This design comes from an exercise in tuning for small area on the open sky130 flow, not from production work.
Only simulation tests tie the RTL to the original design; equivalence was not proved.
Power figures rest on the tool's default switching activity, not on a simulated workload.

==> garnet: inputs <==
Design riscv_top, start of the top module:
module riscv_top (
    input wire clk,
    input wire reset,
    input wire [31:0] instruction,
    output wire [31:0] alu_result,
    output wire reg_write,
    output wire reg_read
);
    wire is_r, is_i, sub, sgn, fill_en, sh_left;
    wire s_sum, s_sr, s_sl, s_xo, s_ao, s_lt;
    wire [31:0] a, b;
    decoder u_decoder (
        .instruction(instruction),
        .reg_write(reg_write),
        .reg_read(reg_read),
        .is_r(is_r),
        .is_i(is_i),
        .sub(sub),
        .sgn(sgn),
        .fill_en(fill_en),
        .sh_left(sh_left),
        .s_sum(s_sum),
        .s_sr(s_sr),
        .s_sl(s_sl),
        .s_xo(s_xo),
        .s_ao(s_ao),
        .s_lt(s_lt)
    );
    gpr u_gpr (
        .clock(clk),
        .reset(reset),
        .reg_write(reg_write),
        .is_r(is_r),
        .is_i(is_i),
        .sub(sub),
        .rs1(instruction[19:15]),
        .rs2(instruction[24:20]),
        .rd(instruction[11:7]),
        .imm({{20{instruction[31]}}, instruction[31:20]}),
        .write_data(alu_result),
        .read_a(a),
        .read_b(b)
    );
    alu u_alu (
        .a(a),
  ...
==> module gpr, before the edit <==
module gpr (
    input wire clock,
    input wire reset,
    input wire reg_write,
    input wire is_r,
    input wire is_i,
    input wire sub,
    input wire [4:0] rs1,
    input wire [4:0] rs2,
    input wire [4:0] rd,
    input wire [31:0] imm,
    input wire [31:0] write_data,
    output wire [31:0] read_a,    
    output wire [31:0] read_b     
);
    reg phase;
    always @(posedge clock or posedge reset)
        if (reset)
            phase <= 1'b0;
        else
            phase <= ~phase;
    wire [31:1] en, en_n;
    gpr_wdec u_wdec (.reg_write(reg_write), .rd(rd), .en(en), .en_n(en_n));
    wire [31:0] wenc;
    c_xor2_v #(32) u_wenc (.a(write_data), .b({32{phase}}), .y(wenc));
    wire [32*33-1:0] slot_a, slot_b;
    assign slot_a[31:0] = {27'b0, rs1};
    assign slot_b[31:0] = {27'b0, rs2};
    assign slot_a[32*32 +: 32] = 32'b0;
    assign slot_b[32*32 +: 32] = imm;
    reg [31*32-1:0] r;
    wire [31*32-1:0] d, en_bits, en_n_bits;
    genvar i;
    generate
        for (i = 1; i < 32; i = i + 1) begin : regs
            assign en_bits[32*(i-1) +: 32] = {32{en[i]}};
            assign en_n_bits[32*(i-1) +: 32] = {32{en_n[i]}};
        end
    endgenerate
    c_oai22_v #(31*32) u_hold (.a1(en_bits), .a2(r), .b1(en_n_bits), .b2({31{wenc}}), .y(d));
    always @(posedge clock)
        r <= d;
    assign slot_a[32 +: 31*32] = r;
    assign slot_b[32 +: 31*32] = r;
    reg [31:1] written;
    always @(posedge clock or posedge reset)
        if (reset)
            written <= 31'b0;
        else
            written <= written | en;
    wire [32:0] sa, sb;
    wire ta, tb;
    gpr_sel_a u_sela (.rs(rs1), .written(written), .phase(phase), .s(sa[31:0]), .t(ta));
    assign sa[32] = 1'b0;
    gpr_sel u_selb (.rs(rs2), .written(written), .phase(phase), .gate(is_r), .sub(sub),
                    .use_imm(is_i), .s(sb), .t(tb));
    wire [5*32-1:0] slot_a_lo;
    wire [5*33-1:0] slot_b_lo;
    wire [27*31-1:0] slot_a_hi;
    wire [27*32-1:0] slot_b_hi;
    genvar k;
    generate
        for (k = 0; k < 33; k = k + 1) begin : split
            if (k < 32) begin : a
                assign slot_a_lo[5*k +: 5] = slot_a[32*k +: 5];
            end
            if (k >= 1 && k < 32) begin : ah
                assign slot_a_hi[27*(k-1) +: 27] = slot_a[32*k + 5 +: 27];
            end
            assign slot_b_lo[5*k +: 5] = slot_b[32*k +: 5];
            if (k >= 1) begin : bh
                assign slot_b_hi[27*(k-1) +: 27] = slot_b[32*k + 5 +: 27];
            end
        end
    endgenerate
    rd_port #(.N(32), .W(5)) u_rda_lo (.s(sa[31:0]), .d(slot_a_lo[5*32-1:0]), .t(ta), .y(read_a[4:0]));
    rd_port #(.N(31), .W(27)) u_rda_hi (.s(sa[31:1]), .d(slot_a_hi), .t(ta), .y(read_a[31:5]));
    rd_port #(.N(33), .W(5)) u_rdb_lo (.s(sb), .d(slot_b_lo[5*33-1:0]), .t(tb), .y(read_b[4:0]));
    rd_port #(.N(32), .W(27)) u_rdb_hi (.s(sb[32:1]), .d(slot_b_hi), .t(tb), .y(read_b[31:5]));
endmodule
==> flow/config.mk <==
export PLATFORM = sky130hd
export DESIGN_NAME = riscv_top
export DESIGN_NICKNAME = riscv_top
export VERILOG_FILES = /design/flow/design.v
export SDC_FILE = /design/flow/constraint.sdc
export NUM_CORES = 4
export LEC_CHECK = 0
export CAP_MARGIN = 10
export CORE_MARGIN = 2
export CORE_UTILIZATION = 52
export SETUP_SLACK_MARGIN = 0.1
export SLEW_MARGIN = 10
export SYNTH_HIERARCHICAL = 1
==> flow/constraint.sdc <==
create_clock -name core_clock -period 18.0 [get_ports {clk}]
set_input_delay 3.6000 -clock core_clock [delete_from_list [all_inputs] [get_ports {clk}]]
set_output_delay 3.6000 -clock core_clock [all_outputs]
set_load 0.01 [all_outputs]
standard.sh (not shown) runs the stock make flow with config.mk's settings and CLKGATE_MAP_FILE= SYNTH_SCRIPT=/design/flow/synth_recipe.tcl, a recipe that flattens the netlist after the stock synthesis.
==> flow/flow/run.sh <==
#!/bin/bash
# The standard layout (standard.sh: ORFS synthesis through finish) with two
# changes, passed to ORFS through its own variables:
#  - clock tree: sink clusters of up to 20 flip-flops on clkbuf_16, and no dummy loads
#  - port buffers: buf_1 instead of ORFS's default pick
# make's output goes to standard.log; ORFS keeps each step's log under
# orfs/logs/.
set -euo pipefail
export CTS_ARGS="-sink_clustering_enable -repair_clock_nets -dont_use_dummy_load -sink_clustering_size 20 -sink_clustering_max_diameter 100 -buf_list sky130_fd_sc_hd__clkbuf_16"
export BUFFER_PORTS_ARGS="-buffer_cell sky130_fd_sc_hd__buf_1"
bash standard.sh > standard.log 2>&1
==> inputs of ember, as changes to garnet <==
--- a/flow/design.v
+++ b/flow/design.v
@@ -225,6 +225,7 @@
     wire [31:1] en, en_n;
     gpr_wdec u_wdec (.reg_write(reg_write), .rd(rd), .en(en), .en_n(en_n));
-    wire [31:0] wenc;
-    c_xor2_v #(32) u_wenc (.a(write_data), .b({32{phase}}), .y(wenc));
+    wire [31:0] wenc_lo, wenc_hi;
+    c_xor2_v #(32) u_wenc_lo (.a(write_data), .b({32{phase}}), .y(wenc_lo));
+    c_xor2_v #(32) u_wenc_hi (.a(write_data), .b({32{phase}}), .y(wenc_hi));
     wire [32*33-1:0] slot_a, slot_b;
     assign slot_a[31:0] = {27'b0, rs1};
@@ -241,5 +242,5 @@
         end
     endgenerate
-    c_oai22_v #(31*32) u_hold (.a1(en_bits), .a2(r), .b1(en_n_bits), .b2({31{wenc}}), .y(d));
+    c_oai22_v #(31*32) u_hold (.a1(en_bits), .a2(r), .b1(en_n_bits), .b2({{16{wenc_hi}}, {15{wenc_lo}}}), .y(d));
     always @(posedge clock)
         r <= d;
==> flow/flow/run.sh (replaced) <==
#!/bin/bash
# The standard layout (standard.sh: ORFS synthesis through finish) with two
# changes, passed to ORFS through its own variables:
#  - clock tree: sink clusters of up to 24 flip-flops on clkbuf_16, and no dummy loads
#  - port buffers: buf_1 instead of ORFS's default pick
# make's output goes to standard.log; ORFS keeps each step's log under
# orfs/logs/.
set -euo pipefail
export CTS_ARGS="-sink_clustering_enable -repair_clock_nets -dont_use_dummy_load -sink_clustering_size 24 -sink_clustering_max_diameter 100 -buf_list sky130_fd_sc_hd__clkbuf_16"
export BUFFER_PORTS_ARGS="-buffer_cell sky130_fd_sc_hd__buf_1"
bash standard.sh > standard.log 2>&1
--- a/flow/config.mk
+++ b/flow/config.mk
@@ -6,8 +6,8 @@
 export NUM_CORES = 4
 export LEC_CHECK = 0
-export CAP_MARGIN = 10
+export CAP_MARGIN = 5
 export CORE_MARGIN = 2
-export CORE_UTILIZATION = 52
+export CORE_UTILIZATION = 56
 export SETUP_SLACK_MARGIN = 0.1
-export SLEW_MARGIN = 10
+export SLEW_MARGIN = 5
 export SYNTH_HIERARCHICAL = 1
==> summary.txt <==
Max stage delay on crit path=1140 ps; Synth top cells by count=o22ai_1, dfxtp_1, a222oi_1; Worst-Skew Late Latency=670 ps; power per standard cell area=81.3 mW/mm2; Pins Over Slew Limit=20; Violated Checks=capacitance limit, slew limit; max-cap viol count=1; Fmax=58.9 MHz; status=complete, but fails checks
the above is filed under ember

==> summary.txt <==
status=timing/DRC/antenna clean; power per standard cell area=82.5 mW/mm2; Fmax=60.2 MHz; Max stage delay on crit path=1050 ps
the above is filed under garnet

## afterwards: timing with drivers on the ports
No port has a modelled driver above. Below, the same layouts with a new extraction and two added sets of constraints.
Step 1 sets driving cells, clkbuf_16 on the clock port and buf_2 on the other inputs (assumed; they add their load-dependent delay and slew).
Step 2, shift: input delay + t, output delay - t, t = (earliest + latest rising clock arrival at the registers) / 2. This alone moves slack from input paths to output paths.
Three values: ideal ports, drivers, drivers and shift; two values: the first two.
run	shift t [ns]	setup slack, ns	clock arrival spread, ns
garnet	0.721	1.395 / 1.372 / 1.372	0.117 / 0.117
ember	0.697	1.010 / 0.990 / 0.990	0.098 / 0.097
For garnet, which loses most, drivers alone change the setup slack by -0.023 ns; drivers and shift together by -0.023 ns.
